Background: an optimization exercise with open tools, aiming at small area, a short achievable clock period and few clock cycles. Do not read the settings as production practice. The RTL was checked by simulation tests, not by an equivalence proof against the original design. No activity file was given, so power comes from the tool's default toggle rates.

**design.v**
```verilog
module DT(
 input    clk, 
 input   reset,
 output reg  done ,
 output reg  sti_rd ,
 output reg  [9:0] sti_addr ,
 input  [15:0] sti_di,
 output reg  res_wr ,
 output reg  res_rd ,
 output reg  [13:0] res_addr ,
 output reg  [7:0] res_do,
 input  [7:0] res_di
 );
reg [3:0] count; 
reg [3:0] ns; 
parameter idle = 4'b0000; 
parameter forward = 4'b0001; 
parameter NW = 4'b0010; 
parameter N = 4'b0011; 
parameter NE = 4'b0100; 
parameter W = 4'b0101; 
parameter backward = 4'b0110; 
parameter SE = 4'b0111; 
parameter S = 4'b1000; 
parameter SW = 4'b1001; 
parameter E = 4'b1010; 
parameter write = 4'b1011; 
parameter finish = 4'b1100; 
always @(posedge clk or negedge reset) begin  
  if(!reset)
    count <= 14;
  else if(sti_addr == 1023 && count == 0)
    count <= 1;
  else case(ns)
    forward:
      count <= count - 1;
    backward:
      count <= count + 1;
    default:
      count <= count; 
  endcase
end
always @(posedge clk) begin  
  if(!reset)
    ns <= idle;
  else begin
    case(ns)
      idle:begin 
        if(reset)
          ns <= forward;
        else
          ns <= idle;
        end
      forward:begin 
        if(sti_addr == 1023 && count == 0)
          ns <= backward;
        else if(sti_di[count])
          ns <= NW;
        else if(!sti_di[count])
          ns <= forward;
        else
          ns <= NW;
        end
      NW:begin 
        ns <= N;
      end
      N:begin 
        ns <= NE;
      end
      NE:begin 
        ns <= W;
      end
      W:begin 
        if(sti_addr == 1023 && count == 0)
          ns <= backward;
        else
          ns <= forward;
      end
      backward:begin 
        if(sti_di[count])
          ns <= SE;
        else if(count == 14 && sti_addr == 8)
          ns <= finish;
        else if(!sti_di[count])
          ns <= backward;
        else
          ns <= SE;
      end
      SE:begin 
        ns <= S;
      end
      S:begin 
        ns <= SW;
      end
      SW:begin 
        ns <= E;
      end
      E:begin 
        ns <= write;
      end
      write:begin 
        if(count >= 14 && sti_addr == 8)
          ns <= finish;
        else
          ns <= backward;
      end
      default:
        ns <= idle;
    endcase
  end
end
always @(posedge clk or negedge reset) begin  
  if(!reset)
    sti_addr <= 0;
  else if(sti_addr == 1023 && ns == forward)
    sti_addr <= 1023;
  else if(ns == forward && count == 0)
    sti_addr <= sti_addr + 1;
  else if(ns == backward && count == 15)
    sti_addr <= sti_addr - 1;
  else
    sti_addr <= sti_addr;
end
always @(posedge clk or negedge reset) begin  
  if(!reset)
    sti_rd <= 0;
  else if(ns == forward)
    sti_rd <= 1;
  else
    sti_rd <= 1;
end
always @(posedge clk or negedge reset) begin  
  if(!reset)
    res_addr <= 0;
  else if(sti_di[count] && ns == forward)
    res_addr <= res_addr - 128;
  else if(sti_di[count] && ns == backward)
    res_addr <= res_addr + 128;
  else case(ns)
    NW:
      res_addr <= res_addr + 1;
    N:
      res_addr <= res_addr + 1;
    NE:
      res_addr <= res_addr + 126;
    W:
      res_addr <= res_addr + 1;
    forward:
      res_addr <= res_addr + 1;
    SE:
      res_addr <= res_addr - 1;
    S:
      res_addr <= res_addr - 1;
    SW:
      res_addr <= res_addr - 126;
    E:
      res_addr <= res_addr - 1;
    backward:
      res_addr <= res_addr - 1;
    default:
      res_addr <= res_addr;
  endcase
end
always @(posedge clk or negedge reset) begin  
  if(!reset)
    res_wr <= 0;
  else if(ns == forward && !sti_di[count])
    res_wr <= 1;
  else case(ns) 
    W:
      res_wr <= 1;
    write:
      res_wr <= 1;
    default:
      res_wr <= 0;
  endcase
end
always @(posedge clk or negedge reset) begin  
  if(!reset)
    res_rd <= 0;
  else if(sti_di[count])
    res_rd <= 1;
  else
    res_rd <= 1;
end
always @(posedge clk or negedge reset) begin  
  if(!reset)
    res_do <= 0;
  else if(!sti_di[count] && ns == forward)
    res_do <= 0;
  else case(ns)
    NW:
      res_do <= res_di;
    N:
      res_do <= (res_di < res_do ? res_di : res_do);
    NE:
      res_do <= (res_di < res_do ? res_di : res_do);
    W:
      res_do <= (res_di < res_do ? res_di + 1 : res_do + 1);
    SE:
      res_do <= res_di;
    S:
      res_do <= ((res_di < res_do) ? res_di : res_do);
    SW:
      res_do <= ((res_di < res_do) ? res_di : res_do);
    E:
      res_do <= ((res_di < res_do) ? res_di : res_do);
    write:
      res_do <= ((res_di < (res_do + 1)) ? res_di : res_do + 1);
    default:
      res_do <= res_do;
  endcase 
end
always @(posedge clk or negedge reset) begin
  if(!reset)
    done <= 0;
  else if(ns == finish)
    done <= 1;
  else
    done <= 0;
end
endmodule
```
**run.sh**
```bash
#!/bin/bash
# synth_recipe.tcl (not shown) runs the flow's synth.tcl, then flattens the netlist and writes it again
# the make line also repeats each setting of config.mk as NAME=value (left out here)
make -C /OpenROAD-flow-scripts/flow DESIGN_CONFIG=/design/flow/config.mk WORK_HOME=/design/flow/orfs CLKGATE_MAP_FILE= SYNTH_SCRIPT=/design/flow/synth_recipe.tcl finish
```
**config.mk**
```make
export PLATFORM = sky130hd
export DESIGN_NAME = DT
export DESIGN_NICKNAME = DT
export VERILOG_FILES = /design/flow/design.v
export SDC_FILE = /design/flow/constraint.sdc
export NUM_CORES = 4
export LEC_CHECK = 0
export CAP_MARGIN = 20
export CORE_MARGIN = 2
export CORE_UTILIZATION = 40
export SLEW_MARGIN = 20
```
**constraint.sdc**
```tcl
create_clock -name core_clock -period 5.0 [get_ports {clk}]
set_input_delay 1.0000 -clock core_clock [delete_from_list [all_inputs] [get_ports {clk}]]
set_output_delay 1.0000 -clock core_clock [all_outputs]
set_load 0.01 [all_outputs]
```
==> summary.txt <==
STA
  – Slew margin rel.: 39.3%
  – Hold Vio Cnt, Final: 0
  – Setup violations, final: 0
  – Fin. max-slew vios: 0
  – Worst Setup Slack, final: 0.983 ns
  – Worst-Margin Slew: approximately 0.91 ns
  – Min cycle time layout: roughly 4.0 ns
  – WHS: 0.573 ns
  – Setup TNS Final: 0 ns
  – Tcrit/Tclk final: between 80% and 90%
  – Max Clk Rate: between 200 and 250 MHz
  – Clock skew: between 0.005 and 0.006 ns
  – Unrepaired setup endpoints after global routing: no

Global route
  – Overall Global Routing Usage: between 20% and 30%
  – Vias in the first global route: 4927
  – Largest net degree at the start of global routing: 34
  – First-pass GRT wire length: 24700 µm
  – GRT overflow: 0
  – Initial antenna violation count: 0

Synthesis
  – Largest family of logic cells by synthesized area: compound AO/OA/AOI/OAI gates
  – Synth Net Count: around 750
  – Synth area leaders: dfrtp_1, ha_1, a21oi_1, xnor2_1, nand2_1
  – Number of synthesized register bits: 43
  – Share of the synthesized area in the top cell type: between 10% and 20%
  – Post-Synth Adder-Cell Area: 13.8%
  – Compound-gate portion of the synthesized area: between 20 and 30%
  – Ys async rst share: 90.7%
  – Synth warnings: 1
  – Synth area leader: dfrtp_1
  – Post-Synth Simple-Gate Area: 22.6%
  – Multiplexer share of the synthesized area: approximately 3.8%
  – Mean post-synth cell area: around 7.8 µm²
  – Post-Synthesis Cells: approximately 670
  – Seq/Total Area, Yosys: 20.3%
  – Number of synthesized flops with an enable pin: 0
  – Synth Flop Type: dfrtp_1
  – Yosys cell types: between 80 and 90
  – XOR/XNOR share of the synthesized area: ~7.0%
  – Synthesized area: 0.00522 mm²

Layout
  – Non-Filler Instances: between 800 and 900
  – Number of nets in the layout: between 700 and 800
  – Most frequent cells in the layout: nand2_1, nor2_1, clkdlybuf4s50_1, a21oi_1, ha_1
  – Commonest non-fill, non-tap cell in the layout: nand2_1
  – Ant. Diodes: 0
  – Fin util: 48.0%
  – Post-route cell area: 0.00608 mm²
  – Layout area overhead: 16.5%
  – Layout cells sized above 1: approximately 5.6%

Route
  – Routed wire length per instance: around 17 µm
  – DRT Pass-1 Iters: 5
  – Vias post-DR: 5260
  – Final ANT Viol Nets: 0
  – DRC viols: 0
  – Number of DRC markers in iteration 0: ~370
  – Wirelength, routed: around 15000 µm
  – Vias/cell: 5.93

CTS
  – Htree depth: 2
  – CTS sink count: 43
  – Maximum root-to-sink buffer count: 2
  – Setup Buffers After CTS: 0
  – CTS Hold Bufs: 0
  – Cts bufs inserted: 5
  – Reg clk slew, reported paths: around 0.07 ns
  – CTS tree: yes
  – Root Buffer: clkbuf_16
  – Clock latency on the worst-skew pair: 0.29 ns
  – Resized cells post-CTS: 0

Die
  – IO Pins: between 60 and 70
  – Core ar.: approximately 0.013 mm²
  – Die width: 118 µm
  – Standard-cell rows: just over 40
  – Initial Util: roughly two fifths
  – DIE AREA: 0.0140 mm²
  – DIE HEIGHT: around 120 µm

Placed design
  – Cells after DPL: ~900
  – Buffers on Ports: roughly 60
  – Dpl ws: 1.05 ns
  – DP HPWL: around 11000 µm
  – Placer Congestion: 0.937
  – Post-DP Area: just under 0.006 mm²

Setup path
  – Crit end category: flop
  – Crit path kind: reg2reg
  – Worst reg2reg setup slack: 0.98 ns
  – Max Fanout on Critical Path: 27
  – Worst EP arrival: ~4.2 ns
  – Worst EP required: approximately 5.2 ns
  – Crit start category: flop

Power
  – Pwr dens: 624 mW/mm²
  – Power, Total: approximately 3.8 mW
  – LEAKAGE: around 2.5 nW
  – Peak supply drop: 0.220 mV

Worst hold path
  – Hold crit path type: in2async

Flow run
  – Max Cap Viol: 0

Run status
  – Status: complete, no violations
-- logic make-up (layout without fill, tap and decap cells) --
kind of cell,Yosys count,in the layout
other,1,1
multiplexers,17,17
adder cells (fa/ha/maj),55,55
buffers and inverters,61,105
AND/OR/NAND/NOR,238,238
flip-flops,43,43
XOR/XNOR,42,42
AO/OA/AOI/OAI,214,214
-- per-layer routing --
layer / vias to the layer above / GRT usage [%] / routed length, µm
met4: 0 / 5.05 / 124
met1: 2510 / 30.2 / 7360
met3: 12 / 2.85 / 696
li1: 2586 / - / -
met5: - / 0 / 0
met2: 152 / 33.2 / 6850
-- critical path, stage by stage (launching register included) --
cell,delay (ns)
dfxtp_1,0.60
inv_1,0.26
nand2_1,0.12
nor2_1,0.73
inv_1,0.28
ha_1,0.40
o21a_1,0.22
o21a_1,0.21
a311oi_1,0.38
a21oi_1,0.13
xor2_1,0.16
a211oi_1,0.25
o221ai_1,0.14
-- synthesized netlist by cell type, types with 4 or more instances --
cell type / number
a211oi_1: 14
a21o_1: 9
a21oi_1: 58
a31o_2: 4
a31oi_1: 8
a32oi_1: 4
and2_1: 6
and3_1: 9
buf_2: 10
clkbuf_1: 14
dfrtp_1: 36
dfxtp_1: 4
fa_1: 4
ha_1: 51
inv_1: 29
mux2i_1: 14
nand2_1: 61
nand2b_1: 10
nand3_1: 25
nor2_1: 60
nor2b_1: 5
nor3_1: 32
o2111ai_1: 4
o211ai_1: 14
o21a_1: 9
o21ai_0: 38
o221ai_1: 4
o22ai_1: 6
o32ai_1: 5
xnor2_1: 27
xor2_1: 15
-- area by class of cell --
type	count	area [µm²]
Timing Repair Buffer	68	658
Clock buffer	5	125
Sequential cell	43	1060
Inverter	29	109
Tap cell	172	215
Fill cell	1278	6590
Multi-Input combinational cell	567	3890
Clock inverter	3	20.0
-- where the power goes --
group,leakage [nW],switching [mW],internal [mW]
clock,0.0658,0.151,0.185
sequential,0.503,0.326,0.515
combinational,1.88,1.43,1.18
total,2.45,1.91,1.88
-- state kept, by name, summed over array words and instances (netlist names) --
signal / flops
count: 4
done: 1
ns: 4
res_addr: 14
res_do: 8
res_rd: 1
res_wr: 1
sti_addr: 10
-- path summary, 6_finish.rpt --
| check | from | endpoint | cells after the start |
|---|---|---|---|
| worst min register to register | count[2] | count[2] | 2 |
| worst max-delay path | ns[1] | res_addr[12] | 12 |
| max in group asynchronous | reset | count[1] | 2 |
| worst max register to register | ns[1] | res_addr[12] | 12 |
| min in group core_clock | count[2] | count[2] | 2 |
| worst min-delay path | reset | res_addr[5] | 1 |
Testbench counts, summed over its fixed seeds: cycles 1,777,860.

## afterwards: timing with drivers on the ports
In the flow no input, the clock included, has a driving cell. The finished layout below was timed again as built, in two steps.
Step 1 sets driving cells, clkbuf_16 on the clock port and buf_2 on the other inputs (assumed; they add their load-dependent delay and slew).
Step 2 times the ports against the registers' clock, not the clock port: input delays grow and output delays shrink by t, the midpoint of the rising clock arrivals with the driver on.
Three values: no drivers, after step 1, after step 2; two values: the first two.
shift t [ns]: 0.325
setup WS [ns]: 0.983 / 0.983 / 0.983
worst hold slack (ns): 0.573 / 0.558 / 0.594
worst register clock-pin slew, ns: 0.07 / 0.07
After both steps setup and hold are still met in this run. The setup slack of this run moves by 0.000 ns with the drivers and by 0.000 ns with both steps.
